Background: an optimization exercise with open tools, aiming at small area and a short achievable clock period. Do not read the settings as production practice.
RTL that was checked went through simulation tests only; none was proved equivalent to the original.
For runs 1 to 3, only the layout was checked, not whether the RTL still works.
Power is estimated from default activity; no workload was simulated.

--- design/flow/design.v ---
module mul11_cs(
    input  [10:0] x,
    input  [10:0] y,
    output [21:0] r0,
    output [21:0] r1
    );
    wire neg0 = y[1];
    wire one0 = y[0] ^ 1'b0;
    wire two0 = (y[1] & ~y[0] & ~1'b0) | (~y[1] & y[0] & 1'b0);
    wire neg1 = y[3];
    wire one1 = y[2] ^ y[1];
    wire two1 = (y[3] & ~y[2] & ~y[1]) | (~y[3] & y[2] & y[1]);
    wire neg2 = y[5];
    wire one2 = y[4] ^ y[3];
    wire two2 = (y[5] & ~y[4] & ~y[3]) | (~y[5] & y[4] & y[3]);
    wire neg3 = y[7];
    wire one3 = y[6] ^ y[5];
    wire two3 = (y[7] & ~y[6] & ~y[5]) | (~y[7] & y[6] & y[5]);
    wire neg4 = y[9];
    wire one4 = y[8] ^ y[7];
    wire two4 = (y[9] & ~y[8] & ~y[7]) | (~y[9] & y[8] & y[7]);
    wire neg5 = 1'b0;
    wire one5 = y[10] ^ y[9];
    wire two5 = (1'b0 & ~y[10] & ~y[9]) | (~1'b0 & y[10] & y[9]);
    wire pp0_0 = ((one0 & x[0]) | (two0 & 1'b0)) ^ neg0;
    wire pp0_1 = ((one0 & x[1]) | (two0 & x[0])) ^ neg0;
    wire pp0_2 = ((one0 & x[2]) | (two0 & x[1])) ^ neg0;
    wire pp0_3 = ((one0 & x[3]) | (two0 & x[2])) ^ neg0;
    wire pp0_4 = ((one0 & x[4]) | (two0 & x[3])) ^ neg0;
    wire pp0_5 = ((one0 & x[5]) | (two0 & x[4])) ^ neg0;
    wire pp0_6 = ((one0 & x[6]) | (two0 & x[5])) ^ neg0;
    wire pp0_7 = ((one0 & x[7]) | (two0 & x[6])) ^ neg0;
    wire pp0_8 = ((one0 & x[8]) | (two0 & x[7])) ^ neg0;
    wire pp0_9 = ((one0 & x[9]) | (two0 & x[8])) ^ neg0;
    wire pp0_10 = ((one0 & x[10]) | (two0 & x[9])) ^ neg0;
    wire pp0_11 = ((one0 & 1'b0) | (two0 & x[10])) ^ neg0;
    wire pp1_0 = ((one1 & x[0]) | (two1 & 1'b0)) ^ neg1;
    wire pp1_1 = ((one1 & x[1]) | (two1 & x[0])) ^ neg1;
    wire pp1_2 = ((one1 & x[2]) | (two1 & x[1])) ^ neg1;
    wire pp1_3 = ((one1 & x[3]) | (two1 & x[2])) ^ neg1;
    wire pp1_4 = ((one1 & x[4]) | (two1 & x[3])) ^ neg1;
    wire pp1_5 = ((one1 & x[5]) | (two1 & x[4])) ^ neg1;
    wire pp1_6 = ((one1 & x[6]) | (two1 & x[5])) ^ neg1;
    wire pp1_7 = ((one1 & x[7]) | (two1 & x[6])) ^ neg1;
    wire pp1_8 = ((one1 & x[8]) | (two1 & x[7])) ^ neg1;
    wire pp1_9 = ((one1 & x[9]) | (two1 & x[8])) ^ neg1;
    wire pp1_10 = ((one1 & x[10]) | (two1 & x[9])) ^ neg1;
    wire pp1_11 = ((one1 & 1'b0) | (two1 & x[10])) ^ neg1;
    wire pp2_0 = ((one2 & x[0]) | (two2 & 1'b0)) ^ neg2;
    wire pp2_1 = ((one2 & x[1]) | (two2 & x[0])) ^ neg2;
    wire pp2_2 = ((one2 & x[2]) | (two2 & x[1])) ^ neg2;
    wire pp2_3 = ((one2 & x[3]) | (two2 & x[2])) ^ neg2;
    wire pp2_4 = ((one2 & x[4]) | (two2 & x[3])) ^ neg2;
    wire pp2_5 = ((one2 & x[5]) | (two2 & x[4])) ^ neg2;
    wire pp2_6 = ((one2 & x[6]) | (two2 & x[5])) ^ neg2;
    wire pp2_7 = ((one2 & x[7]) | (two2 & x[6])) ^ neg2;
    wire pp2_8 = ((one2 & x[8]) | (two2 & x[7])) ^ neg2;
    wire pp2_9 = ((one2 & x[9]) | (two2 & x[8])) ^ neg2;
    wire pp2_10 = ((one2 & x[10]) | (two2 & x[9])) ^ neg2;
    wire pp2_11 = ((one2 & 1'b0) | (two2 & x[10])) ^ neg2;
    wire pp3_0 = ((one3 & x[0]) | (two3 & 1'b0)) ^ neg3;
    wire pp3_1 = ((one3 & x[1]) | (two3 & x[0])) ^ neg3;
    wire pp3_2 = ((one3 & x[2]) | (two3 & x[1])) ^ neg3;
    wire pp3_3 = ((one3 & x[3]) | (two3 & x[2])) ^ neg3;
    wire pp3_4 = ((one3 & x[4]) | (two3 & x[3])) ^ neg3;
    wire pp3_5 = ((one3 & x[5]) | (two3 & x[4])) ^ neg3;
    wire pp3_6 = ((one3 & x[6]) | (two3 & x[5])) ^ neg3;
    wire pp3_7 = ((one3 & x[7]) | (two3 & x[6])) ^ neg3;
    wire pp3_8 = ((one3 & x[8]) | (two3 & x[7])) ^ neg3;
    wire pp3_9 = ((one3 & x[9]) | (two3 & x[8])) ^ neg3;
    wire pp3_10 = ((one3 & x[10]) | (two3 & x[9])) ^ neg3;
    wire pp3_11 = ((one3 & 1'b0) | (two3 & x[10])) ^ neg3;
    wire pp4_0 = ((one4 & x[0]) | (two4 & 1'b0)) ^ neg4;
    wire pp4_1 = ((one4 & x[1]) | (two4 & x[0])) ^ neg4;
    wire pp4_2 = ((one4 & x[2]) | (two4 & x[1])) ^ neg4;
    wire pp4_3 = ((one4 & x[3]) | (two4 & x[2])) ^ neg4;
    wire pp4_4 = ((one4 & x[4]) | (two4 & x[3])) ^ neg4;
    wire pp4_5 = ((one4 & x[5]) | (two4 & x[4])) ^ neg4;
    wire pp4_6 = ((one4 & x[6]) | (two4 & x[5])) ^ neg4;
    wire pp4_7 = ((one4 & x[7]) | (two4 & x[6])) ^ neg4;
    wire pp4_8 = ((one4 & x[8]) | (two4 & x[7])) ^ neg4;
    wire pp4_9 = ((one4 & x[9]) | (two4 & x[8])) ^ neg4;
    wire pp4_10 = ((one4 & x[10]) | (two4 & x[9])) ^ neg4;
    wire pp4_11 = ((one4 & 1'b0) | (two4 & x[10])) ^ neg4;
    wire pp5_0 = (one5 & x[0]) | (two5 & 1'b0);
    wire pp5_1 = (one5 & x[1]) | (two5 & x[0]);
    wire pp5_2 = (one5 & x[2]) | (two5 & x[1]);
    wire pp5_3 = (one5 & x[3]) | (two5 & x[2]);
    wire pp5_4 = (one5 & x[4]) | (two5 & x[3]);
    wire pp5_5 = (one5 & x[5]) | (two5 & x[4]);
    wire pp5_6 = (one5 & x[6]) | (two5 & x[5]);
    wire pp5_7 = (one5 & x[7]) | (two5 & x[6]);
    wire pp5_8 = (one5 & x[8]) | (two5 & x[7]);
    wire pp5_9 = (one5 & x[9]) | (two5 & x[8]);
    wire pp5_10 = (one5 & x[10]) | (two5 & x[9]);
    wire pp5_11 = (one5 & 1'b0) | (two5 & x[10]);
    wire w1 = pp0_6 ^ pp1_4;
    wire w2 = pp0_6 & pp1_4;
    wire w3 = pp0_7 ^ pp1_5;
    wire w4 = pp0_7 & pp1_5;
    wire w5 = pp0_8 ^ pp1_6 ^ pp2_4;
    wire w6 = (pp0_8 & pp1_6) | (pp0_8 & pp2_4) | (pp1_6 & pp2_4);
    wire w7 = pp3_2 ^ pp4_0;
    wire w8 = pp3_2 & pp4_0;
    wire w9 = pp0_9 ^ pp1_7 ^ pp2_5;
    wire w10 = (pp0_9 & pp1_7) | (pp0_9 & pp2_5) | (pp1_7 & pp2_5);
    wire w11 = pp3_3 ^ pp4_1;
    wire w12 = pp3_3 & pp4_1;
    wire w13 = pp0_10 ^ pp1_8 ^ pp2_6;
    wire w14 = (pp0_10 & pp1_8) | (pp0_10 & pp2_6) | (pp1_8 & pp2_6);
    wire w15 = pp3_4 ^ pp4_2 ^ pp5_0;
    wire w16 = (pp3_4 & pp4_2) | (pp3_4 & pp5_0) | (pp4_2 & pp5_0);
    wire w17 = pp0_11 ^ pp1_9 ^ pp2_7;
    wire w18 = (pp0_11 & pp1_9) | (pp0_11 & pp2_7) | (pp1_9 & pp2_7);
    wire w19 = pp3_5 ^ pp4_3 ^ pp5_1;
    wire w20 = (pp3_5 & pp4_3) | (pp3_5 & pp5_1) | (pp4_3 & pp5_1);
    wire w21 = pp1_10 ^ pp2_8 ^ pp3_6;
    wire w22 = (pp1_10 & pp2_8) | (pp1_10 & pp3_6) | (pp2_8 & pp3_6);
    wire w23 = pp4_4 ^ pp5_2 ^ neg0;
    wire w24 = (pp4_4 & pp5_2) | (pp4_4 & neg0) | (pp5_2 & neg0);
    wire w25 = pp1_11 ^ pp2_9 ^ pp3_7;
    wire w26 = (pp1_11 & pp2_9) | (pp1_11 & pp3_7) | (pp2_9 & pp3_7);
    wire w27 = pp4_5 ^ pp5_3 ^ neg0;
    wire w28 = (pp4_5 & pp5_3) | (pp4_5 & neg0) | (pp5_3 & neg0);
    wire w29 = pp2_10 ^ pp3_8 ^ pp4_6;
    wire w30 = (pp2_10 & pp3_8) | (pp2_10 & pp4_6) | (pp3_8 & pp4_6);
    wire w31 = pp5_4 ^ ~neg0 ^ ~neg1;
    wire w32 = (pp5_4 & ~neg0) | (pp5_4 & ~neg1) | (~neg0 & ~neg1);
    wire w33 = pp2_11 ^ pp3_9 ^ pp4_7;
    wire w34 = (pp2_11 & pp3_9) | (pp2_11 & pp4_7) | (pp3_9 & pp4_7);
    wire w35 = pp5_5 ^ 1'b1;
    wire w36 = pp5_5 & 1'b1;
    wire w37 = pp3_10 ^ pp4_8 ^ pp5_6;
    wire w38 = (pp3_10 & pp4_8) | (pp3_10 & pp5_6) | (pp4_8 & pp5_6);
    wire w39 = pp3_11 ^ pp4_9;
    wire w40 = pp3_11 & pp4_9;
    wire w41 = pp0_4 ^ pp1_2;
    wire w42 = pp0_4 & pp1_2;
    wire w43 = pp0_5 ^ pp1_3;
    wire w44 = pp0_5 & pp1_3;
    wire w45 = w1 ^ pp2_2 ^ pp3_0;
    wire w46 = (w1 & pp2_2) | (w1 & pp3_0) | (pp2_2 & pp3_0);
    wire w47 = w2 ^ w3 ^ pp2_3;
    wire w48 = (w2 & w3) | (w2 & pp2_3) | (w3 & pp2_3);
    wire w49 = w4 ^ w5 ^ w7;
    wire w50 = (w4 & w5) | (w4 & w7) | (w5 & w7);
    wire w51 = w6 ^ w8 ^ w9;
    wire w52 = (w6 & w8) | (w6 & w9) | (w8 & w9);
    wire w53 = w10 ^ w12 ^ w13;
    wire w54 = (w10 & w12) | (w10 & w13) | (w12 & w13);
    wire w55 = w14 ^ w16 ^ w17;
    wire w56 = (w14 & w16) | (w14 & w17) | (w16 & w17);
    wire w57 = w18 ^ w20 ^ w21;
    wire w58 = (w18 & w20) | (w18 & w21) | (w20 & w21);
    wire w59 = w22 ^ w24 ^ w25;
    wire w60 = (w22 & w24) | (w22 & w25) | (w24 & w25);
    wire w61 = w26 ^ w28 ^ w29;
    wire w62 = (w26 & w28) | (w26 & w29) | (w28 & w29);
    wire w63 = w30 ^ w32 ^ w33;
    wire w64 = (w30 & w32) | (w30 & w33) | (w32 & w33);
    wire w65 = w34 ^ w36 ^ w37;
    wire w66 = (w34 & w36) | (w34 & w37) | (w36 & w37);
    wire w67 = w38 ^ w39 ^ pp5_7;
    wire w68 = (w38 & w39) | (w38 & pp5_7) | (w39 & pp5_7);
    wire w69 = w40 ^ pp4_10 ^ pp5_8;
    wire w70 = (w40 & pp4_10) | (w40 & pp5_8) | (pp4_10 & pp5_8);
    wire w71 = pp4_11 ^ pp5_9;
    wire w72 = pp4_11 & pp5_9;
    wire w73 = pp0_2 ^ pp1_0;
    wire w74 = pp0_2 & pp1_0;
    wire w75 = pp0_3 ^ pp1_1;
    wire w76 = pp0_3 & pp1_1;
    wire w77 = w41 ^ pp2_0 ^ neg2;
    wire w78 = (w41 & pp2_0) | (w41 & neg2) | (pp2_0 & neg2);
    wire w79 = w42 ^ w43 ^ pp2_1;
    wire w80 = (w42 & w43) | (w42 & pp2_1) | (w43 & pp2_1);
    wire w81 = w44 ^ w45 ^ neg3;
    wire w82 = (w44 & w45) | (w44 & neg3) | (w45 & neg3);
    wire w83 = w46 ^ w47 ^ pp3_1;
    wire w84 = (w46 & w47) | (w46 & pp3_1) | (w47 & pp3_1);
    wire w85 = w48 ^ w49 ^ neg4;
    wire w86 = (w48 & w49) | (w48 & neg4) | (w49 & neg4);
    wire w87 = w50 ^ w51 ^ w11;
    wire w88 = (w50 & w51) | (w50 & w11) | (w51 & w11);
    wire w89 = w52 ^ w53 ^ w15;
    wire w90 = (w52 & w53) | (w52 & w15) | (w53 & w15);
    wire w91 = w54 ^ w55 ^ w19;
    wire w92 = (w54 & w55) | (w54 & w19) | (w55 & w19);
    wire w93 = w56 ^ w57 ^ w23;
    wire w94 = (w56 & w57) | (w56 & w23) | (w57 & w23);
    wire w95 = w58 ^ w59 ^ w27;
    wire w96 = (w58 & w59) | (w58 & w27) | (w59 & w27);
    wire w97 = w60 ^ w61 ^ w31;
    wire w98 = (w60 & w61) | (w60 & w31) | (w61 & w31);
    wire w99 = w62 ^ w63 ^ w35;
    wire w100 = (w62 & w63) | (w62 & w35) | (w63 & w35);
    wire w101 = w64 ^ w65 ^ ~neg2;
    wire w102 = (w64 & w65) | (w64 & ~neg2) | (w65 & ~neg2);
    wire w103 = w66 ^ w67 ^ 1'b1;
    wire w104 = (w66 & w67) | (w66 & 1'b1) | (w67 & 1'b1);
    wire w105 = w68 ^ w69 ^ ~neg3;
    wire w106 = (w68 & w69) | (w68 & ~neg3) | (w69 & ~neg3);
    wire w107 = w70 ^ w71 ^ 1'b1;
    wire w108 = (w70 & w71) | (w70 & 1'b1) | (w71 & 1'b1);
    wire w109 = w72 ^ pp5_10 ^ ~neg4;
    wire w110 = (w72 & pp5_10) | (w72 & ~neg4) | (pp5_10 & ~neg4);
    wire w111 = pp5_11 ^ 1'b1;
    wire w112 = pp5_11 & 1'b1;
    assign r0 = {w110, w108, w106, w104, w102, w100, w98, w96, w94, w92, w90, w88, w86, w84, w82, w80, w78, w76, w74, w73, pp0_1, pp0_0};
    assign r1 = {w111, w109, w107, w105, w103, w101, w99, w97, w95, w93, w91, w89, w87, w85, w83, w81, w79, w77, w75, neg1, 1'b0, neg0};
endmodule
module lzc12(
    input  [11:0] op,
    output [3:0]  cnt
    );
    assign cnt =
        op[11] ? 4'd0 : op[10] ? 4'd1 : op[9] ? 4'd2 : op[8] ? 4'd3 :
        op[7] ? 4'd4 : op[6] ? 4'd5 : op[5] ? 4'd6 : op[4] ? 4'd7 :
        op[3] ? 4'd8 : op[2] ? 4'd9 : op[1] ? 4'd10 : op[0] ? 4'd11 : 4'd12;
endmodule
module fpu_cmp_core(
    input  [15:0] a,
    input  [15:0] b,
    output        ge
    );
    wire gt, eq;
    mag_cmp15 u_mag(.x(a[14:0]), .y(b[14:0]), .gt(gt), .eq(eq));
    assign ge = (a[15] ^ b[15]) ? ~a[15] : (a[15] ? ~gt : (gt | eq));
endmodule
module mag_cmp15(
    input  [14:0] x,
    input  [14:0] y,
    output        gt,
    output        eq
    );
    wire [15:0] g0 = {1'b0, x & ~y};
    wire [15:0] e0 = {1'b1, ~(x ^ y)};
    wire [7:0] g1, e1;
    wire [3:0] g2, e2;
    wire [1:0] g3, e3;
    genvar i;
    generate
        for (i = 0; i < 8; i = i + 1) begin : l1
            assign g1[i] = g0[2*i+1] | (e0[2*i+1] & g0[2*i]);
            assign e1[i] = e0[2*i+1] & e0[2*i];
        end
        for (i = 0; i < 4; i = i + 1) begin : l2
            assign g2[i] = g1[2*i+1] | (e1[2*i+1] & g1[2*i]);
            assign e2[i] = e1[2*i+1] & e1[2*i];
        end
        for (i = 0; i < 2; i = i + 1) begin : l3
            assign g3[i] = g2[2*i+1] | (e2[2*i+1] & g2[2*i]);
            assign e3[i] = e2[2*i+1] & e2[2*i];
        end
    endgenerate
    assign gt = g3[1] | (e3[1] & g3[0]);
    assign eq = e3[1] & e3[0];
endmodule
module fpu16_top(
    input         aclk,
    input  [15:0] a,
    input  [15:0] b,
    input         a_valid,
    input         b_valid,
    output [15:0] add_result,
    output        add_valid,
    output [15:0] sub_result,
    output        sub_valid,
    output [15:0] mul_result,
    output        mul_valid,
    output [7:0]  cmp_result,
    output        cmp_valid
    );
    reg v0, v1, v2, v3, v4, v5;
    always @(posedge aclk) begin
        v0 <= a_valid & b_valid;
        v1 <= v0; v2 <= v1; v3 <= v2; v4 <= v3; v5 <= v4;
    end
    reg [15:0] a0, b0;
    reg cmp_q;
    wire ge;
    fpu_cmp_core u_cmp(.a(a), .b(b), .ge(ge));
    always @(posedge aclk) begin
        a0 <= a;
        b0 <= b;
        cmp_q <= ge;
    end
    assign cmp_result = {7'b0, cmp_q};
    assign cmp_valid = v0;
    wire a_gt, a_eq;
    mag_cmp15 u_agt(.x(a0[14:0]), .y(b0[14:0]), .gt(a_gt), .eq(a_eq));
    wire h_a0 = |a0[14:10];
    wire h_b0 = |b0[14:10];
    reg [14:0] l1, s1;
    reg ls1, es1, fs1, hl1, hs1;
    always @(posedge aclk) begin
        l1  <= a_gt ? a0[14:0] : b0[14:0];
        s1  <= a_gt ? b0[14:0] : a0[14:0];
        ls1 <= a_gt ? a0[15] : b0[15];
        es1 <= a0[15] ^ b0[15];
        fs1 <= a_gt ? a0[15] : ~b0[15];
        hl1 <= a_gt ? h_a0 : h_b0;
        hs1 <= a_gt ? h_b0 : h_a0;
    end
    wire [4:0] le1 = {l1[14:11], l1[10] | ~hl1};
    wire [4:0] se1 = {s1[14:11], s1[10] | ~hs1};
    wire [4:0] diff1 = le1 - se1;
    wire [3:0] d1 = (diff1 > 5'd14) ? 4'd14 : diff1[3:0];
    wire [13:0] s_ext = {hs1, s1[9:0], 3'b0};
    wire [13:0] s_shr = s_ext >> d1;
    wire [13:0] s_lost = s_ext & ~(14'h3fff << d1);
    reg [14:0] l2;
    reg [13:0] sal2;
    reg ls2, es2, fs2, hl2, linf2, pani2, bz2;
    always @(posedge aclk) begin
        l2    <= l1;
        sal2  <= {s_shr[13:1], s_shr[0] | (|s_lost)};
        ls2   <= ls1;
        es2   <= es1;
        fs2   <= fs1;
        hl2   <= hl1;
        linf2 <= &l1[14:10];
        pani2 <= es1 & (&s1[14:10]) & ~(|l1[9:0]) & ~(|s1[9:0]);
        bz2   <= ~hl1 & ~(|l1[9:0]);
    end
    wire [13:0] sal_e = linf2 ? 14'b0 : sal2;
    wire [13:0] l_ext = {hl2, l2[9:0], 3'b0};
    reg [14:0] ps3;
    reg [13:0] ms3;
    reg [4:0] le3;
    reg linf3, ls3, es3, fs3, pani3, bz3;
    always @(posedge aclk) begin
        ps3   <= {1'b0, l_ext} + {1'b0, sal_e};
        ms3   <= l_ext - sal_e;
        le3   <= {l2[14:11], l2[10] | ~hl2};
        linf3 <= linf2;
        ls3   <= ls2;
        es3   <= es2;
        fs3   <= fs2;
        pani3 <= pani2;
        bz3   <= bz2;
    end
    wire p_nf = ps3[14];
    wire [9:0] p_fr = p_nf ? ps3[13:4] : ps3[12:3];
    wire p_g  = p_nf ? ps3[3] : ps3[2];
    wire p_r  = p_nf ? ps3[2] : ps3[1];
    wire p_st = p_nf ? (ps3[1] | ps3[0]) : ps3[0];
    wire [4:0] p_e = p_nf ? le3 + 5'd1 : (ps3[13] ? le3 : 5'd0);
    wire p_inc = p_g & (p_r | p_st | p_fr[0]);
    wire [10:0] m_force = (le3 >= 5'd12) ? 11'b0 : (11'b1 << (5'd11 - le3));
    wire [10:0] m_top = ms3[13:3] | m_force;
    wire [3:0] m_sh =
        m_top[10] ? 4'd0 : m_top[9] ? 4'd1 : m_top[8] ? 4'd2 : m_top[7] ? 4'd3 :
        m_top[6] ? 4'd4 : m_top[5] ? 4'd5 : m_top[4] ? 4'd6 : m_top[3] ? 4'd7 :
        m_top[2] ? 4'd8 : m_top[1] ? 4'd9 : m_top[0] ? 4'd10 : 4'd11;
    wire [13:0] m_n = ms3 << m_sh;
    wire [4:0] m_e = m_n[13] ? le3 - {1'b0, m_sh} : 5'd0;
    wire m_inc = (m_sh == 4'd0) ? ms3[2] & (ms3[1] | ms3[0] | ms3[3]) :
                 (m_sh == 4'd1) ? ms3[1] & (ms3[0] | ms3[2]) : 1'b0;
    reg [14:0] pv4, mv4;
    reg pinc4, minc4, mz4, linf4, ls4, es4, fs4, pani4, bz4;
    always @(posedge aclk) begin
        pv4   <= {p_e, p_fr};
        pinc4 <= p_inc;
        mv4   <= {m_e, m_n[12:3]};
        minc4 <= m_inc;
        mz4   <= ~(|ms3);
        linf4 <= linf3;
        ls4   <= ls3;
        es4   <= es3;
        fs4   <= fs3;
        pani4 <= pani3;
        bz4   <= bz3;
    end
    wire [14:0] p_rnd = pv4 + pinc4;
    wire [14:0] m_rnd = mv4 + minc4;
    wire [14:0] p_res = ((&p_rnd[14:10]) & ~linf4) ? 15'h7c00 : p_rnd;
    wire [14:0] m_res = ((&m_rnd[14:10]) & ~linf4) ? 15'h7c00 : m_rnd;
    wire [14:0] add_mag = es4 ? m_res : p_res;
    wire [14:0] sub_mag = es4 ? p_res : m_res;
    wire zs = bz4 & ls4 & ~es4;
    wire [15:0] add_c = pani4 ? 16'hfe00 : bz4 ? {zs, 15'b0} :
                        (es4 & mz4) ? 16'b0 : {ls4, add_mag};
    wire [15:0] sub_c = pani4 ? 16'hfe00 : bz4 ? {zs, 15'b0} :
                        (~es4 & mz4) ? 16'b0 : {fs4, sub_mag};
    reg [15:0] add_q, sub_q;
    reg add_vq, sub_vq;
    always @(posedge aclk) begin
        add_q  <= add_c;
        sub_q  <= sub_c;
        add_vq <= v4 & ~(&add_c[14:10]);
        sub_vq <= v4 & ~(&sub_c[14:10]);
    end
    assign add_result = add_q;
    assign add_valid = add_vq;
    assign sub_result = sub_q;
    assign sub_valid = sub_vq;
    wire [10:0] m_x = {hl1, l1[9:0]};
    wire [10:0] m_y = {hs1, s1[9:0]};
    wire [21:0] cs0, cs1;
    mul11_cs u_mul(.x(m_x), .y(m_y), .r0(cs0), .r1(cs1));
    reg [21:0] cs0_2, cs1_2;
    reg [6:0] t2;
    reg msg2, nan2, psel2, zero2;
    always @(posedge aclk) begin
        cs0_2 <= cs0;
        cs1_2 <= cs1;
        t2    <= {2'b0, le1} + {2'b0, se1} - 7'd15;
        msg2  <= es1;
        nan2  <= &l1[14:10];
        psel2 <= (&s1[14:10]) & (ls1 ^ fs1);
        zero2 <= ~hs1 & ~(|s1[9:0]);
    end
    wire [21:0] q_sum = cs0_2 + cs1_2;
    wire [9:0] payload = psel2 ? sal2[12:3] : l2[9:0];
    reg [21:0] q3;
    reg [6:0] t3;
    reg msg3, nan3, zero3;
    always @(posedge aclk) begin
        q3    <= nan2 ? {2'b01, payload, 10'b0} : q_sum;
        t3    <= t2;
        msg3  <= msg2;
        nan3  <= nan2;
        zero3 <= zero2;
    end
    wire [3:0] lq;
    lzc12 u_lq(q3[21:10], lq);
    wire normal = ~t3[6] & (t3[5:0] >= {2'b0, lq});
    reg [21:0] q4;
    reg [6:0] l4, e4;
    reg normal4, msg4, nan4, zero4;
    always @(posedge aclk) begin
        q4      <= q3;
        l4      <= normal ? {3'b0, lq} : t3;
        e4      <= t3 + 7'd1 - {3'b0, lq};
        normal4 <= normal;
        msg4    <= msg3;
        nan4    <= nan3;
        zero4   <= zero3;
    end
    wire [32:0] q_pad = {q4, 11'b0};
    wire [6:0] q_sh = 7'd11 - l4;
    wire [32:0] q_z = q_pad >> q_sh[4:0];
    wire [11:0] win = q_z[21:10];
    wire [22:0] below = ~({23{1'b1}} << q_sh[4:0]);
    wire st4 = |(q4 & below[22:1]);
    wire [6:0] e4p1 = e4 + 7'd1;
    reg [10:0] mant5;
    reg [4:0] e5;
    reg inc5, ovn5, ovc5, normal5, msg5, nan5, zero5;
    always @(posedge aclk) begin
        mant5   <= win[11:1];
        inc5    <= win[0] & (st4 | win[1]);
        e5      <= e4[4:0];
        ovn5    <= normal4 & ($signed(e4) > 30);
        ovc5    <= normal4 & ($signed(e4p1) > 30);
        normal5 <= normal4;
        msg5    <= msg4;
        nan5    <= nan4;
        zero5   <= zero4;
    end
    wire [11:0] mr = {1'b0, mant5} + inc5;
    wire carry = inc5 & (&mant5);
    wire ovf = carry ? ovc5 : ovn5;
    wire [4:0] field = ~normal5 ? {4'b0, mr[10]} : carry ? e5 + 5'd1 : e5;
    wire [15:0] mul_c = nan5 ? {msg5, 5'b11111, mr[9:0]} : zero5 ? {msg5, 15'b0} :
                        ovf ? {msg5, 5'b11111, 10'b0} : {msg5, field, mr[9:0]};
    wire mul_err = nan5 | (ovf & ~zero5);
    reg [15:0] mul_q;
    reg mul_vq;
    always @(posedge aclk) begin
        mul_q  <= mul_c;
        mul_vq <= v5 & ~mul_err;
    end
    assign mul_result = mul_q;
    assign mul_valid = mul_vq;
endmodule
--- design/flow/run.sh ---
#!/bin/bash
# synth_recipe.tcl (not shown) runs the flow's synth.tcl, then flattens the netlist and writes it again
# the make line also repeats each setting of config.mk as NAME=value (left out here)
make -C /OpenROAD-flow-scripts/flow DESIGN_CONFIG=/design/flow/config.mk WORK_HOME=/design/flow/orfs CLKGATE_MAP_FILE= SYNTH_SCRIPT=/design/flow/synth_recipe.tcl finish
--- design/flow/config.mk ---
export PLATFORM = sky130hd
export DESIGN_NAME = fpu16_top
export DESIGN_NICKNAME = fpu16_top
export VERILOG_FILES = /design/flow/design.v
export SDC_FILE = /design/flow/constraint.sdc
export NUM_CORES = 4
export LEC_CHECK = 0
export ABC_AREA = 1
export CAP_MARGIN = 20
export CORE_MARGIN = 2
export CORE_UTILIZATION = 40
export CTS_BUF_LIST = sky130_fd_sc_hd__clkbuf_4
export SETUP_SLACK_MARGIN = 5.0
export SLEW_MARGIN = 20
--- design/flow/constraint.sdc ---
create_clock -name core_clock -period 8.0 [get_ports {aclk}]
set_input_delay 1.6000 -clock core_clock [delete_from_list [all_inputs] [get_ports {aclk}]]
set_output_delay 1.6000 -clock core_clock [all_outputs]
set_load 0.01 [all_outputs]
==> results by group, run 1 <==
Status
  – Status: complete, no violations

Worst setup path
  – Flop2flop setup slack: 5.09 ns
  – Reg2reg start: s1[1]
  – Reg2Reg Depth: 11
  – Worst Setup EP: cs1_2[11]
  – Worst setup EP type: flop
  – Kind of critical path: reg2reg
  – Crit path buf inv count: 4
  – CP cell instances: buf_12 -> nor2_4 -> nor2_4 -> inv_4 -> o22ai_2 -> xor2_1 -> fa_1 -> inv_1 -> fa_1 -> inv_1 -> fa_1
  – Critical path's most frequent cell: fa_1
  – Crit. Startpoint: s1[1]
  – Req. time, crit path: 8.69 ns
  – CP startpoint kind: flop
  – Crit path DAT: 3.60 ns
  – Crit path max fanout: 10
  – Crit-path max cell delay: 0.52 ns
  – Critical path depth in cells: 11
  – Critical R2R Capture: cs1_2[11]
  – Crit-path slowest cell: fa_1
  – Cell family with most CP delay: adder cells

Global routing
  – Vias in the first global route: 15,560
  – First-pass GRT wire length: 78,360 um
  – Overflow after GRT: 0
  – GRT Total Usage: 19.63%
  – Largest net degree at the start of global routing: 68
  – Initial antenna violation count: 2

Timing
  – RSZ-0062 raised after global routing: true
  – Worst slew margin: 40.44%
  – Clk_skew: 0.04392 ns
  – TNS Setup: 0 ns
  – Fin crit share: 36.35%
  – Fin Hold WS: 0.3241 ns
  – Crit path time final: 2.908 ns
  – Setup violators final: 0
  – Pins over their slew limit: 0
  – FMAX: 343.9 MHz
  – Final hold violation count: 0
  – PnR worst setup slack: 5.092 ns
  – Worst Max-Slew Pin Slew: 0.8924 ns

Route
  – DR vias: 16,000
  – TritonRoute pass-1 iters: 5
  – Routed Antenna Nets: 0
  – Routed WL: 49,110 um
  – Initial DRC Count: 966
  – Remaining DRCs: 0
  – Routed vias/inst: 4.952
  – Routed WL per cell: 15.19 um

Cells and area
  – Final instance area: 22,540 um^2
  – Util after Layout: 47.51%
  – Layout area overhead: 18.17%
  – Layout cells sized above 1: 15.76%
  – Fillcell total: 4,779
  – Post-Layout Cell Count: 3,232
  – Final net count: 2,752

Die
  – Rows: 80
  – Core Area: 47,450 um^2
  – Starting density of the core: 40.20%
  – Die width: 222.4 um
  – Die area: 49,450 um^2
  – Num ports: 95
  – Die height: 222.4 um

Power
  – Worst IR Drop VDD: 0.1470 mV
  – LEAKAGE: 10.59 nW
  – Cell-internal power: 5.439 mW
  – Cell Pwr Density: 425.0 nW/um^2
  – Power share of the clock group: 19.6%
  – Combinational power share: 47.9%
  – Sequential Power Share: 32.5%
  – Psw: 4.139 mW
  – Power Total: 9.579 mW
  – Switch share: 43.22%

Synth
  – Syn Inst Count: 2,356
  – Async S/R FF share, synth: 0%
  – Distinct cells, synth: 62
  – Ys flop type: dfxtp_1
  – Yosys warnings: 1
  – Post-synth EDFFs: 0
  – Mapped Avg Cell Area: 8.096 um^2
  – Seq cells post-synth: 380
  – Mapped Area: 19,070 um^2
  – Sequential area share after synthesis: 39.88%

Clocking
  – Clk latency of the worst-skew pair: 0.84 ns
  – H-tree depth: 3
  – Total CTS buffers: 102
  – CTS tree: built
  – CTS root buffer: clkbuf_4
  – Clk buf depth: 3
  – CTS Sinks: 380
  – CTS clk-pin slew, worst paths: 0.06 ns

Place
  – Post-DP Area: 20,420 um^2
  – Hpwl dp: 36,980 um
  – I/O Buffers: 87
  – Place WS: 4.015 ns
  – Gpl congestion: 0.9209
  – Dpl cells: 2,992

Job
  – Max Cap Viol: 0

Worst hold path
  – Worst hold path type: reg2reg
[worst register-to-register path, stage by stage (launching register included)]
cell and delay, ns:
dfxtp_4 0.37, buf_12 0.16, nor2_4 0.25, nor2_4 0.09, inv_4 0.10, o22ai_2 0.08, xor2_1 0.19, fa_1 0.52
inv_1 0.05, fa_1 0.47, inv_1 0.05, fa_1 0.45
[kinds of logic (layout without fill, tap and decap cells)]
group           count (synthesis)  after routing  share of synthesized area [%]
buf+inv                       411            659                          8.495
flops                         380            380                          39.88
simple gates                  745            748                          16.87
mux                             8              8                         0.4199
other cells                     1             10                        0.01966
compound gates                511            512                          15.08
fa+ha+maj                     183            183                          13.85
xor+xnor                      117            117                          5.373
[what timing repair did]
item | in CTS | in global routing
buffers inserted | 16 | 32
setup endpoints to repair | 121 | 54
cloned | 0 | 5
hold buffers | 0 | 0
resized for setup | 271 | 109
pin swaps | 4 | 28
[how the worst min path moves through the flow]
stage	startpoint	to	slack (ns)	depth (start not counted)
3_3_place_gp	zero2	zero3	0.31	0
4_1_cts	l2[11]	le3[1]	0.33	0
2_1_floorplan	bz2	bz3	0.31	0
5_1_grt	q3[1]	q4[1]	0.33	0
3_5_place_dp	msg5	mul_q[15]	0.31	0
6_report	l2[11]	le3[1]	0.32	0
[placed cells by master, fill, tap and decap left out, drive strengths merged, types with 18 or more instances in the layout]
cell type      Yosys  final
o22ai             67     67
clkinv            12     33
o21ai            196    196
nand4             24     24
clkdlybuf4s50      0     34
nor3              18     18
dfxtp            380    380
nand2            397    400
a21oi            161    162
clkbuf            48    146
buf               29    106
fa                47     47
ha               136    136
nand3             92     92
inv              322    324
nor2             185    185
xor2             104    104
[registers in the layout (all words and copies together) (netlist names), 16 cells and up]
register and flops:
q3 22, cs1_2 21, sub_q 16, mul_q 16
cs0_2 22, add_q 16, a0 16, q4 22
b0 16
[layout make-up]
class	instances	area (um^2)	share of cell area (%)
Timing Repair Buffer	141	1074	4.763
Inverter	334	1320	5.857
Sequential cell	380	7660	33.98
Antenna cell	3	7.507	0.03331
Clock inverter	39	352.8	1.565
Tap cell	615	769.5	3.414
Multi-Input combinational cell	1575	10270	45.55
Clock buffer	145	1089	4.830
[per-layer routing]
layer / share of wire [%] / up-vias / GRT usage (%)
li1: - / 8144 / -
met1: 44 / 7242 / 24.69
met2: 47 / 497 / 32.90
met3: 5.6 / 121 / 4.192
met4: 3.1 / 0 / 7.686
met5: 0 / - / 0
[power by group through the flow]
| stage | registers, mW | clock network [mW] | logic, mW |
|---|---|---|---|
| after floorplan | 3.00 | 0 | 3.14 |
| after global placement | 3.16 | 0 | 4.29 |
| after detailed placement | 3.17 | 0 | 4.35 |
| after CTS | 3.11 | 1.94 | 4.35 |
| after global routing | 3.19 | 2.04 | 5.22 |
| final | 3.11 | 1.87 | 4.59 |
[cells in the mapped netlist, types with 3 or more instances]
library cell,count,area (um^2)
nor2_4,3,33.78
mux2i_1,8,80.08
buf_6,4,45.04
nand3_2,9,90.09
nand4_1,23,143.9
o22ai_1,67,419.2
clkinv_1,12,45.04
a21o_1,3,22.52
a31oi_1,10,62.56
nand2_1,391,1468
o21ai_1,8,40.04
buf_1,5,18.77
inv_1,318,1194
a21oi_1,160,800.8
ha_1,136,1702
a211oi_1,5,37.54
nor4_1,9,56.30
nand3b_1,6,45.04
buf_2,11,55.05
o21a_1,10,75.07
o211ai_1,16,120.1
clkbuf_1,48,180.2
nor3_1,16,80.08
dfxtp_1,380,7607
fa_1,47,940.9
o21ai_0,188,940.9
o31ai_1,8,60.06
o221ai_1,5,43.79
nor2_1,175,656.9
nand2_2,5,31.28
o21bai_1,13,97.59
or2_2,5,31.28
xor2_1,104,910.9
buf_4,9,67.56
nand3_1,83,415.4
nor2_2,7,43.79
xnor2_1,13,113.9
inv_2,4,15.01
==> run 2, diff against run 1 <==
==> design/flow/flow/run.sh (new file) <==
#!/bin/bash
# The standard layout, with buf_2 cells as the port buffers and a tighter setup repair target.
set -euo pipefail
bash standard.sh SETUP_SLACK_MARGIN=5.25 "BUFFER_PORTS_ARGS=-buffer_cell sky130_fd_sc_hd__buf_2" finish > standard.log 2>&1
==> design/flow/standard.sh (new file) <==
#!/bin/bash
# synth_recipe.tcl (not shown) runs the flow's synth.tcl, then flattens the netlist and writes it again
# the make line also repeats each setting of config.mk as NAME=value (left out here)
make -C /OpenROAD-flow-scripts/flow DESIGN_CONFIG=/design/flow/config.mk WORK_HOME=/design/flow/orfs CLKGATE_MAP_FILE= SYNTH_SCRIPT=/design/flow/synth_recipe.tcl "${@:-finish}"
removed: design/flow/run.sh
==> run 2 against run 1 <==
Net effect: critical path type unchanged; via count rose by 3.1%; clock power fell by 8%; register-to-register slack barely moved; final cell count rose by 2.4%; wire length rose by 2.2%; worst hold slack got worse by 0.015 ns; fmax fell by 0.30%; highest routed layer is now met5; non-clock buffer count rose by 76; die area did not move; critical path depth fell by 2.
==> results by group, run 2 <==
Status
  – Status: complete, no violations (unchanged)

Route
  – Remaining DRCs: 0 (unchanged)
  – DR vias: 16,500 (was 16,000)
  – Routed WL per cell: 15.16 um (was 15.19 um)
  – Routed WL: 50,190 um (was 49,110 um)
  – TritonRoute pass-1 iters: 5 (unchanged)
  – Routed vias/inst: 4.984 (was 4.952)
  – Initial DRC Count: 929 (was 966)
  – Routed Antenna Nets: 0 (unchanged)

Die
  – Die area: 49,450 um^2 (unchanged)
  – Rows: 80 (unchanged)
  – Starting density of the core: 40.20% (unchanged)
  – Core Area: 47,450 um^2 (unchanged)
  – Num ports: 95 (unchanged)
  – Die height: 222.4 um (unchanged)
  – Die width: 222.4 um (unchanged)

Global routing
  – GRT Total Usage: 19.86% (was 19.63%)
  – First-pass GRT wire length: 79,490 um (was 78,360 um)
  – Initial antenna violation count: 4 (was 2)
  – Largest net degree at the start of global routing: 68 (unchanged)
  – Vias in the first global route: 16,160 (was 15,560)
  – Overflow after GRT: 0 (unchanged)

Worst setup path
  – Crit path DAT: 3.58 ns (was 3.60 ns)
  – Reg2reg start: s1[0] (was s1[1])
  – Req. time, crit path: 8.67 ns (was 8.69 ns)
  – CP startpoint kind: flop (unchanged)
  – Crit. Startpoint: s1[0] (was s1[1])
  – Kind of critical path: reg2reg (unchanged)
  – Crit path max fanout: 7 (was 10)
  – Worst setup EP type: flop (unchanged)

Job
  – Max Cap Viol: 0 (unchanged)

Clocking
  – CTS clk-pin slew, worst paths: 0.07 ns (was 0.06 ns)
  – Hold Buf Count CTS: 0 (unchanged)
  – Clk buf depth: 3 (unchanged)
  – Total CTS buffers: 99 (was 102)
  – Clk latency of the worst-skew pair: 0.86 ns (was 0.84 ns)
  – CTS Sinks: 380 (unchanged)
  – CTS tree: built (unchanged)
  – H-tree depth: 3 (unchanged)
  – CTS root buffer: clkbuf_4 (unchanged)

Synth
  – Post-synth top cells: 391 x nand2_1, 380 x dfxtp_1, 318 x inv_1, 188 x o21ai_0, 175 x nor2_1 (unchanged)
  – Yosys warnings: 1 (unchanged)
  – Post-synth EDFFs: 0 (unchanged)
  – Synth area leader: dfxtp_1 (unchanged)
  – Mapped Area: 19,070 um^2 (unchanged)
  – Sequential area share after synthesis: 39.88% (unchanged)
  – Most common cell in the synthesized netlist: nand2_1 (unchanged)
  – Distinct cells, synth: 62 (unchanged)
  – Mapped Avg Cell Area: 8.096 um^2 (unchanged)
  – Seq cells post-synth: 380 (unchanged)
  – Async S/R FF share, synth: 0% (unchanged)
  – Yosys top cell area share: 39.88% (unchanged)
  – Largest cells by area after synthesis: dfxtp_1 40%, ha_1 8.9%, nand2_1 7.7% (unchanged)
  – Syn Inst Count: 2,356 (unchanged)
  – Ys flop type: dfxtp_1 (unchanged)

Timing
  – TNS Setup: 0 ns (unchanged)
  – Fin crit share: 36.46% (was 36.35%)
  – Crit path time final: 2.917 ns (was 2.908 ns)
  – FMAX: 342.8 MHz (was 343.9 MHz)
  – Worst slew margin: 39.88% (was 40.44%)
  – Pins over their slew limit: 0 (unchanged)
  – RSZ-0062 raised after global routing: true (unchanged)
  – Worst Max-Slew Pin Slew: 0.9008 ns (was 0.8924 ns)
  – Setup violators final: 0 (unchanged)
  – Final hold violation count: 0 (unchanged)
  – Clk_skew: 0.08337 ns (was 0.04392 ns)

Power
  – Power Total: 9.983 mW (was 9.579 mW)
  – Cell Pwr Density: 416.0 nW/um^2 (was 425.0 nW/um^2)
  – LEAKAGE: 11.12 nW (was 10.59 nW)
  – Worst IR Drop VDD: 0.1440 mV (was 0.1470 mV)

Cells and area
  – Top flop regs: cs0_2: 22 flops, q3: 22 flops, q4: 22 flops (unchanged)
  – Commonest non-fill, non-tap cell in the layout: nand2_1 (unchanged)
  – Most frequent cells in the layout: 375 x nand2_1, 339 x dfxtp_1, 285 x inv_1 (was 383 x nand2_1, 360 x dfxtp_1, 303 x inv_1)
  – Util after Layout: 50.58% (was 47.51%)
  – Final net count: 2,827 (was 2,752)
  – Layout area overhead: 25.81% (was 18.17%)
  – Layout cells sized above 1: 24.89% (was 15.76%)

Place
  – I/O Buffers: 87 (unchanged)
  – Gpl congestion: 0.9048 (was 0.9209)
  – Hpwl dp: 36,070 um (was 36,980 um)

Worst hold path
  – Hold Crit Start: normal4 (was l2[11])
  – Worst hold path type: reg2reg (unchanged)
==> run 2: changes by cell type in the layout (fill, tap and decap cells not counted), sizes merged <==
cell           change
buf              +111
clkdlybuf4s50     -34
clkinv            +17
clkbuf            -10
inv                -7
clkinvlp           +4
bufinv             -3
nand2              -1
nand4              +1
==> run 2: path summary, 6_finish.rpt <==
kind                            cells after the start  slack, ns         to
worst max-delay path                                9       5.08  cs1_2[11]
worst max register to register                      9       5.08  cs1_2[11]
worst min-delay path                                0       0.31    normal5
worst min register to register                      0       0.31    normal5
==> run 2: per-layer routing <==
| metal | vias to the layer above | track usage [%] | routed length (um) |
|---|---|---|---|
| li1 | 8309 | - | - |
| met1 | 7550 | 24.14 | 22290 |
| met2 | 498 | 33.36 | 23580 |
| met3 | 139 | 4.456 | 2560 |
| met4 | 2 | 9.418 | 1747 |
| met5 | - | 0 | 9 |
==> run 2: report_power, final <==
group          switching, mW  internal (mW)
logic                   3.04           2.11
clock network          0.791          0.931
registers              0.466           2.65
==> run 2: final cells by class <==
type | count | area [um^2]
flip-flops and latches | 380 | 7694
well taps | 615 | 769.5
clock buffers | 136 | 1021
repair inverters | 2 | 17.52
inverters | 334 | 1363
diodes | 3 | 7.507
repair buffers | 217 | 1748
multi-input cells | 1575 | 11050
clock inverters | 48 | 324.1
fillers | 4553 | 23450
==> run 2: through the flow <==
stage                     cell area, um^2  worst slack, ns  hold WS, ns  instances
final                               24000            5.083       0.3093       3310
after global routing                23990            5.006       0.3310       3309
after CTS                           22700            5.006       0.3082       3247
after detailed placement            20130            4.356       0.3121       2992
after global placement              20130            4.381       0.3110       2992
after floorplan                     19310            5.220       0.3096       2362
==> run 2: cell families after synthesis <==
group / Yosys count / synth area share, %
multiplexers: 8 / 0.4199
AND/OR/NAND/NOR: 745 / 16.87
flip-flops: 380 / 39.88
buffers and inverters: 411 / 8.495
AO/OA/AOI/OAI: 511 / 15.08
XOR/XNOR: 117 / 5.373
adder cells (fa/ha/maj): 183 / 13.85
other: 1 / 0.01966
==> run 2: critical path, stage by stage, from the launching register on <==
cell and delay, ns:
dfxtp_4 0.41, clkinvlp_4 0.18, buf_4 0.23, buf_4 0.17
a21oi_1 0.34, fa_1 0.46, inv_1 0.08, fa_1 0.43
inv_2 0.07, fa_1 0.40
==> run 2: what timing repair did <==
| item | CTS | global route |
|---|---|---|
| buffers inserted | 67 | 58 |
| gates cloned | 4 | 2 |
| hold endpoints to repair | 0 | 0 |
| endpoints found under the setup margin | 119 | 136 |
| resized for setup | 179 | 191 |
| pin swaps | 37 | 72 |
==> run 3, diff against run 2 <==
==> design/flow/flow/run.sh (replaced) <==
#!/bin/bash
# The standard layout, with buf_2 cells as the port buffers.
set -euo pipefail
bash standard.sh "BUFFER_PORTS_ARGS=-buffer_cell sky130_fd_sc_hd__buf_2" finish > standard.log 2>&1
==> run 3 against run 2 <==
Net effect: clock power decreased by 5%; sequential share of layout area increased by 2.4 points; clock-buffer cell count unchanged; highest routed layer is now met4.
==> results by group, run 3 <==
Timing
  – Clk_skew: 0.07597 ns (was 0.08337 ns)
  – Fin Hold WS: 0.3018 ns (was 0.3093 ns)
  – Worst Max-Slew Pin Slew: 0.8939 ns (was 0.9008 ns)
  – Worst slew margin: 40.34% (was 39.88%)
  – RSZ-0062 raised after global routing: true (unchanged)
  – TNS Setup: 0 ns (unchanged)
  – FMAX: 346.8 MHz (was 342.8 MHz)
  – Fin crit share: 36.04% (was 36.46%)
  – Final hold violation count: 0 (unchanged)
  – Pins over their slew limit: 0 (unchanged)
  – Crit path time final: 2.883 ns (was 2.917 ns)
  – Setup violators final: 0 (unchanged)

Route
  – Routed WL per cell: 15.20 um (was 15.16 um)
  – Remaining DRCs: 0 (unchanged)
  – Routed Antenna Nets: 0 (unchanged)
  – TritonRoute pass-1 iters: 5 (unchanged)
  – Initial DRC Count: 856 (was 929)
  – Routed WL: 49,140 um (was 50,190 um)
  – Routed vias/inst: 4.943 (was 4.984)
  – DR vias: 15,980 (was 16,500)

Worst setup path
  – Req. time, crit path: 6.40 ns (was 8.67 ns)
  – Critical path depth in cells: 1 (was 9)
  – Reg2reg start: s1[1] (was s1[0])
  – Crit path max fanout: 1 (was 7)
  – Crit-path max cell delay: 0.32 ns (was 0.46 ns)
  – Reg2Reg Depth: 10 (was 9)
  – Worst setup EP type: output pin (was flop)
  – Flop2flop setup slack: 5.12 ns (was 5.08 ns)
  – CP cell instances: buf_2 (was clkinvlp_4 -> buf_4 -> buf_4 -> a21oi_1 -> fa_1 -> inv_1 -> fa_1 -> inv_2 -> fa_1)
  – Crit. Startpoint: add_q[5] (was s1[0])
  – Crit-path slowest cell: dfxtp_1 (was fa_1)
  – Crit path DAT: 1.28 ns (was 3.58 ns)
  – CP startpoint kind: flop (unchanged)
  – Kind of critical path: reg2out (was reg2reg)
  – Cell family with most CP delay: flip-flops (was adder cells)
  – Crit path buf inv count: 1 (was 5)
  – Critical R2R Capture: cs1_2[8] (was cs1_2[11])
  – Worst Setup EP: add_result[5] (was cs1_2[11])

Die
  – Rows: 80 (unchanged)
  – Core Area: 47,450 um^2 (unchanged)
  – Starting density of the core: 40.20% (unchanged)
  – Die width: 222.4 um (unchanged)
  – Die area: 49,450 um^2 (unchanged)
  – Die height: 222.4 um (unchanged)
  – Num ports: 95 (unchanged)

Clocking
  – Hold Buf Count CTS: 0 (unchanged)
  – H-tree depth: 3 (unchanged)
  – CTS root buffer: clkbuf_4 (unchanged)
  – Total CTS buffers: 101 (was 99)
  – Clk buf depth: 3 (unchanged)
  – CTS clk-pin slew, worst paths: 0.07 ns (about the same)
  – Clk latency of the worst-skew pair: 0.84 ns (was 0.86 ns)
  – CTS Sinks: 380 (unchanged)
  – CTS tree: built (unchanged)

Global routing
  – Vias in the first global route: 15,570 (was 16,160)
  – Initial antenna violation count: 4 (unchanged)
  – GRT Total Usage: 19.86% (about the same)
  – First-pass GRT wire length: 78,910 um (was 79,490 um)
  – Largest net degree at the start of global routing: 68 (unchanged)
  – Overflow after GRT: 0 (unchanged)

Place
  – Gpl congestion: 0.9420 (was 0.9048)
  – I/O Buffers: 87 (unchanged)
  – Hpwl dp: 37,140 um (was 36,070 um)
  – Dpl cells: 2,993 (was 2,992)

Cells and area
  – Commonest non-fill, non-tap cell in the layout: nand2_1 (unchanged)
  – Post-Layout Cell Count: 3,232 (was 3,310)
  – Most frequent cells in the layout: 383 x nand2_1, 365 x dfxtp_1, 305 x inv_1 (was 375 x nand2_1, 339 x dfxtp_1, 285 x inv_1)
  – Layout cells sized above 1: 16.63% (was 24.89%)
  – Layout area overhead: 16.47% (was 25.81%)
  – Top flop regs: cs0_2: 22 flops, q3: 22 flops, q4: 22 flops (unchanged)
  – Final net count: 2,757 (was 2,827)

Synth
  – Largest cells by area after synthesis: dfxtp_1 40%, ha_1 8.9%, nand2_1 7.7% (unchanged)
  – Mapped Avg Cell Area: 8.096 um^2 (unchanged)
  – Yosys top cell area share: 39.88% (unchanged)
  – Syn Inst Count: 2,356 (unchanged)
  – Post-synth EDFFs: 0 (unchanged)
  – Async S/R FF share, synth: 0% (unchanged)
  – Mapped Area: 19,070 um^2 (unchanged)
  – Post-synth top cells: 391 x nand2_1, 380 x dfxtp_1, 318 x inv_1, 188 x o21ai_0, 175 x nor2_1 (unchanged)
  – Distinct cells, synth: 62 (unchanged)
  – Yosys warnings: 1 (unchanged)
  – Most common cell in the synthesized netlist: nand2_1 (unchanged)
  – Ys flop type: dfxtp_1 (unchanged)
  – Synth area leader: dfxtp_1 (unchanged)
  – Seq cells post-synth: 380 (unchanged)
  – Sequential area share after synthesis: 39.88% (unchanged)

Job
  – Max Cap Viol: 0 (unchanged)

Worst hold path
  – Hold Crit Start: t2[1] (was normal4)
  – Worst hold path type: reg2reg (unchanged)

Power
  – Worst IR Drop VDD: 0.1147 mV (was 0.1440 mV)
  – LEAKAGE: 10.53 nW (was 11.12 nW)
  – Cell Pwr Density: 418.8 nW/um^2 (was 416.0 nW/um^2)

Status
  – Status: complete, no violations (unchanged)
-- run 3: report_power, final --
group	switching (mW)	total, mW	leakage [nW]	internal, mW
Combinational	2.84	4.58	6.60	1.74
Clock	0.777	1.63	0.740	0.852
Sequential	0.457	3.09	3.19	2.64
Total	4.08	9.30	10.5	5.23
-- run 3: metrics by stage --
| step | utilization, % | power, mW | setup slack, ns | cell area (um^2) |
|---|---|---|---|---|
| after floorplan | - | 6.134 | 4.977 | 19100 |
| after global placement | 42.13 | 7.328 | 4.055 | 19990 |
| after detailed placement | 42.13 | 7.386 | 3.996 | 19990 |
| after CTS | 45.43 | 9.159 | 5.000 | 21550 |
| after global routing | 46.81 | 10.19 | 4.888 | 22210 |
| final | 46.82 | 9.304 | 5.117 | 22220 |
-- run 3: cells by family after synthesis --
logic type / after synthesis / synth area share (%)
simple gates: 745 / 16.87
compound gates: 511 / 15.08
buf+inv: 411 / 8.495
flops: 380 / 39.88
fa+ha+maj: 183 / 13.85
xor+xnor: 117 / 5.373
mux: 8 / 0.4199
other cells: 1 / 0.01966
-- run 3: cell type report --
| cell class | count | area, um^2 |
|---|---|---|
| antenna | 7 | 17.52 |
| clock buffer | 136 | 1021 |
| clock inverter | 38 | 214.0 |
| fill | 4766 | 25230 |
| inverter | 334 | 1343 |
| multi-input combinational | 1572 | 10240 |
| sequential | 380 | 7654 |
| tap | 615 | 769.5 |
| timing repair buffer | 149 | 950.9 |
| timing repair inverter | 1 | 5.005 |
-- run 3: routing by layer --
layer / global-route usage, % / routed length (um) / share of wire, %
met1: 25.05 / 21870 / 45
met3: 4.285 / 2600 / 5.3
met2: 32.99 / 23150 / 47
met4: 8.162 / 1515 / 3.1
met5: 0 / 0 / 0
-- run 3: what timing repair did --
| action | CTS | global route |
|---|---|---|
| setup buffers | 19 | 36 |
| pin swaps | 4 | 19 |
| resized for setup | 59 | 90 |
| endpoints found under the setup margin | 61 | 57 |
| gates cloned | 0 | 3 |
-- run 3: how the worst min path moves through the flow --
stage | to | slack (ns) | depth (start not counted)
floorplan | bz3 | 0.31 | 0
global placement | mul_q[15] | 0.31 | 0
detailed placement | v4 | 0.31 | 0
CTS | t3[1] | 0.31 | 0
global route | t3[1] | 0.31 | 0
finish | t3[1] | 0.30 | 0
==> run 4, diff against run 3 <==
--- a/design/flow/design.v
+++ b/design/flow/design.v
@@ -291,8 +291,15 @@
     mag_cmp15 u_agt(.x(a0[14:0]), .y(b0[14:0]), .gt(a_gt), .eq(a_eq));
     wire h_a0 = |a0[14:10];
     wire h_b0 = |b0[14:10];
+    wire [4:0] ea1 = {a0[14:11], a0[10] | ~h_a0};
+    wire [4:0] eb1 = {b0[14:11], b0[10] | ~h_b0};
+    wire [4:0] dab = ea1 - eb1;
+    wire [4:0] dba = eb1 - ea1;
+    wire [3:0] dab_c = (dab > 5'd14) ? 4'd14 : dab[3:0];
+    wire [3:0] dba_c = (dba > 5'd14) ? 4'd14 : dba[3:0];
     reg [14:0] l1, s1;
     reg ls1, es1, fs1, hl1, hs1;
+    reg [3:0] d1;
     always @(posedge aclk) begin
         l1  <= a_gt ? a0[14:0] : b0[14:0];
         s1  <= a_gt ? b0[14:0] : a0[14:0];
@@ -301,11 +308,8 @@
         fs1 <= a_gt ? a0[15] : ~b0[15];
         hl1 <= a_gt ? h_a0 : h_b0;
         hs1 <= a_gt ? h_b0 : h_a0;
+        d1  <= a_gt ? dab_c : dba_c;
     end
-    wire [4:0] le1 = {l1[14:11], l1[10] | ~hl1};
-    wire [4:0] se1 = {s1[14:11], s1[10] | ~hs1};
-    wire [4:0] diff1 = le1 - se1;
-    wire [3:0] d1 = (diff1 > 5'd14) ? 4'd14 : diff1[3:0];
     wire [13:0] s_ext = {hs1, s1[9:0], 3'b0};
     wire [13:0] s_shr = s_ext >> d1;
     wire [13:0] s_lost = s_ext & ~(14'h3fff << d1);
@@ -405,7 +409,7 @@
     always @(posedge aclk) begin
         cs0_2 <= cs0;
         cs1_2 <= cs1;
-        t2    <= {2'b0, le1} + {2'b0, se1} - 7'd15;
+        t2    <= {2'b0, l1[14:11], l1[10] | ~hl1} + {2'b0, s1[14:11], s1[10] | ~hs1} - 7'd15;
         msg2  <= es1;
         nan2  <= &l1[14:10];
         psel2 <= (&s1[14:10]) & (ls1 ^ fs1);
==> design/flow/run.sh (new file) <==
#!/bin/bash
# synth_recipe.tcl (not shown) runs the flow's synth.tcl, then flattens the netlist and writes it again
# the make line also repeats each setting of config.mk as NAME=value (left out here)
make -C /OpenROAD-flow-scripts/flow DESIGN_CONFIG=/design/flow/config.mk WORK_HOME=/design/flow/orfs CLKGATE_MAP_FILE= SYNTH_SCRIPT=/design/flow/synth_recipe.tcl finish
removed: design/flow/flow/run.sh
removed: design/flow/standard.sh
==> run 4 against run 3 <==
Net effect: still clean; critical path depth increased by 7; synthesized area rose by 1.6%; register-to-register slack lost 0.08 ns; via count increased by 0.63%; sequential power about the same.
==> results by group, run 4 <==
Timing
  – FMAX: 337.9 MHz (was 346.8 MHz)
  – Clk_skew: 0.05438 ns (was 0.07597 ns)
  – Worst slew margin: 38.59% (was 40.34%)
  – Fin crit share: 36.99% (was 36.04%)
  – RSZ-0062 raised after global routing: true (unchanged)
  – Setup violators final: 0 (unchanged)
  – Final hold violation count: 0 (unchanged)
  – Pins over their slew limit: 0 (unchanged)
  – Worst Max-Slew Pin Slew: 0.9201 ns (was 0.8939 ns)
  – Crit path time final: 2.959 ns (was 2.883 ns)
  – TNS Setup: 0 ns (unchanged)

Clocking
  – Total CTS buffers: 99 (was 101)
  – Clk buf depth: 3 (unchanged)
  – Hold Buf Count CTS: 0 (unchanged)
  – CTS clk-pin slew, worst paths: 0.08 ns (was 0.07 ns)
  – CTS tree: built (unchanged)
  – H-tree depth: 3 (unchanged)
  – CTS root buffer: clkbuf_4 (unchanged)
  – Clk latency of the worst-skew pair: 0.84 ns (about the same)
  – CTS Sinks: 384 (was 380)

Global routing
  – First-pass GRT wire length: 80,890 um (was 78,910 um)
  – Overflow after GRT: 0 (unchanged)
  – GRT Total Usage: 20.02% (was 19.86%)
  – Initial antenna violation count: 1 (was 4)
  – Vias in the first global route: 15,720 (was 15,570)
  – Largest net degree at the start of global routing: 75 (was 68)

Worst setup path
  – Reg2Reg Depth: 8 (was 10)
  – Crit path max fanout: 15 (was 1)
  – Reg2reg start: s1[9] (was s1[1])
  – Critical R2R Capture: cs1_2[12] (was cs1_2[8])
  – Flop2flop setup slack: 5.04 ns (was 5.12 ns)
  – CP startpoint kind: flop (unchanged)
  – Worst Setup EP: cs1_2[12] (was add_result[5])
  – Crit path DAT: 3.62 ns (was 1.28 ns)
  – Kind of critical path: reg2reg (was reg2out)
  – Req. time, crit path: 8.67 ns (was 6.40 ns)
  – Worst setup EP type: flop (was output pin)
  – Crit. Startpoint: s1[9] (was add_q[5])

Cells and area
  – Layout cells sized above 1: 14.00% (was 16.63%)
  – Fillcell total: 4,772 (was 4,766)
  – Top flop regs: cs0_2: 22 flops, q3: 22 flops, q4: 22 flops (unchanged)
  – Most frequent cells in the layout: 386 x nand2_1, 366 x dfxtp_1, 324 x inv_1 (was 383 x nand2_1, 365 x dfxtp_1, 305 x inv_1)
  – Commonest non-fill, non-tap cell in the layout: nand2_1 (unchanged)
  – Final instance area: 22,330 um^2 (was 22,220 um^2)
  – Final net count: 2,757 (unchanged)
  – Layout area overhead: 15.21% (was 16.47%)

Route
  – Initial DRC Count: 816 (was 856)
  – Routed WL per cell: 15.51 um (was 15.20 um)
  – DR vias: 16,080 (was 15,980)
  – Routed vias/inst: 4.977 (was 4.943)
  – TritonRoute pass-1 iters: 6 (was 5)
  – Remaining DRCs: 0 (unchanged)
  – Routed WL: 50,110 um (was 49,140 um)
  – Routed Antenna Nets: 0 (unchanged)

Die
  – Rows: 80 (unchanged)
  – Die area: 50,230 um^2 (was 49,450 um^2)
  – Starting density of the core: 40.59% (was 40.20%)
  – Num ports: 95 (unchanged)
  – Core Area: 47,750 um^2 (was 47,450 um^2)
  – Die height: 224.1 um (was 222.4 um)
  – Die width: 224.1 um (was 222.4 um)

Synth
  – Largest cells by area after synthesis: dfxtp_1 40%, ha_1 8.9%, nand2_1 7.5% (was dfxtp_1 40%, ha_1 8.9%, nand2_1 7.7%)
  – Yosys warnings: 1 (unchanged)
  – Distinct cells, synth: 70 (was 62)
  – Post-synth top cells: 389 x nand2_1, 384 x dfxtp_1, 329 x inv_1, 175 x o21ai_0, 150 x a21oi_1 (was 391 x nand2_1, 380 x dfxtp_1, 318 x inv_1, 188 x o21ai_0, 175 x nor2_1)
  – Mapped Avg Cell Area: 8.137 um^2 (was 8.096 um^2)
  – Most common cell in the synthesized netlist: nand2_1 (unchanged)
  – Sequential area share after synthesis: 39.66% (was 39.88%)
  – Post-synth EDFFs: 0 (unchanged)
  – Yosys top cell area share: 39.66% (was 39.88%)
  – Seq cells post-synth: 384 (was 380)
  – Synth area leader: dfxtp_1 (unchanged)
  – Syn Inst Count: 2,382 (was 2,356)
  – Mapped Area: 19,380 um^2 (was 19,070 um^2)
  – Async S/R FF share, synth: 0% (unchanged)
  – Ys flop type: dfxtp_1 (unchanged)

Place
  – Hpwl dp: 38,520 um (was 37,140 um)
  – I/O Buffers: 87 (unchanged)
  – Gpl congestion: 0.9134 (was 0.9420)
  – Post-DP Area: 20,700 um^2 (was 19,990 um^2)

Status
  – Status: complete, no violations (unchanged)

Power
  – LEAKAGE: 10.56 nW (was 10.53 nW)
  – Cell Pwr Density: 403.2 nW/um^2 (was 418.8 nW/um^2)
  – Worst IR Drop VDD: 0.1298 mV (was 0.1147 mV)

Worst hold path
  – Worst hold path type: reg2reg (unchanged)

Job
  – Max Cap Viol: 0 (unchanged)
## run 4: changes by cell type after synthesis, moves of 8 or more
cell,before,now
nor2_1,175,146
nand3_1,83,103
clkbuf_1,48,63
o21ai_0,188,175
inv_1,318,329
a21oi_1,160,150
a31oi_1,10,18
buf_2,11,3
## run 4: kinds of logic after synthesis
group / count (synthesis) / synth area share (%)
buffers and inverters: 435 / 8.773
DFF: 384 / 39.66
adders and majority gates: 186 / 13.87
and+or+nand+nor: 744 / 16.98
muxes: 5 / 0.2582
other: 1 / 0.01935
xor gates and xnor gates: 117 / 5.287
AOI/OAI and AO/OA: 510 / 15.16
## run 4: worst min-delay path by stage
stage           start        end  slack (ns)  cells after the start
2_1_floorplan     bz2        bz3        0.31                      0
3_3_place_gp     msg5  mul_q[15]        0.31                      0
3_5_place_dp      fs2        fs3        0.31                      0
4_1_cts        l2[14]     le3[4]        0.28                      0
5_1_grt        l2[14]     le3[4]        0.28                      0
6_report       l2[14]     le3[4]        0.28                      0
## run 4: layout make-up
type                            instances  area [um^2]  share of cell area (%)
Clock buffer                          136         1021                   4.572
Sequential cell                       384         7730                   34.62
Antenna cell                            1        2.502                 0.01121
Inverter                              351         1390                   6.225
Clock inverter                         43        266.5                   1.193
Tap cell                              615        769.5                   3.446
Timing Repair Buffer                  130        938.4                   4.202
Multi-Input combinational cell       1570        10210                   45.73
## run 4: what timing repair did
action	CTS	global route
gates cloned	1	0
setup endpoints to repair	92	39
buffers inserted	15	24
endpoints found under the hold margin	0	0
pin swaps	3	7
gates resized for setup	259	32
## run 4: critical path: stages (launching register included)
cell      delay (ns)
dfxtp_4         0.43
ha_1            0.33
clkinv_1        0.26
o22ai_1         0.26
inv_1           0.09
fa_1            0.43
fa_1            0.52
inv_1           0.05
fa_1            0.46
## run 4: power by group
| part | leakage [nW] | internal (mW) | switching (mW) | total (mW) |
|---|---|---|---|---|
| Sequential | 3.23 | 2.64 | 0.441 | 3.08 |
| Clock | 0.748 | 0.889 | 0.806 | 1.70 |
| Combinational | 6.59 | 1.62 | 2.60 | 4.22 |
| Total | 10.6 | 5.16 | 3.85 | 9.00 |
## run 4: through the flow
stage                     util, %  total power, mW  hold slack [ns]  cells  worst slack (ns)
after global routing        46.77            9.850           0.2813   3230             4.900
final                       46.77            9.003           0.2782   3230             5.041
after global placement      43.36            7.189           0.3105   3010             4.119
after floorplan                 -            6.006           0.3096   2388             4.973
after CTS                   46.10            8.974           0.2780   3205             4.973
after detailed placement    43.36            7.276           0.3121   3010             3.974
## run 4: layer usage
layer	up-vias	track usage (%)	routed length, um
met5	-	0	0
met4	0	8.430	1725
met3	113	3.922	2404
met2	418	34.04	24210
met1	7375	24.74	21780
li1	8170	-	-

==> re-timing with driven ports <==
The results above use ideal ports. As a check the final layouts listed here were re-extracted and re-timed, cells and wires unchanged.
Step 1, drivers: a clkbuf_16 drives aclk and a buf_2 each remaining input, both assumed.
Step 2 adds t to the input delays and takes it off the output delays; t is the mean of the earliest and latest rising clock arrival at the registers after step 1. Input paths then give back, and output paths get back, about the clock's delay inside the block.
Slacks: ideal / step 1 / step 2; pairs: ideal / step 1.
run | t (ns) | setup slack, ns | slew at the worst register clock pin (ns) | worst slew at a driven data input, ns
run 1 | 0.871 | 5.092 / 5.049 / 4.372 | 0.08 / 0.08 | 0.04
run 2 | 0.867 | 5.083 / 5.054 / 4.812 | 0.07 / 0.07 | 0.04
run 3 | 0.859 | 5.117 / 5.064 / 4.743 | 0.08 / 0.08 | 0.04
run 4 | 0.865 | 5.041 / 5.041 / 4.481 | 0.08 / 0.08 | 0.04
After both steps setup and hold are still met in every run listed. For run 1, which loses most, drivers alone change the setup slack by -0.043 ns; drivers and shift together by -0.720 ns.
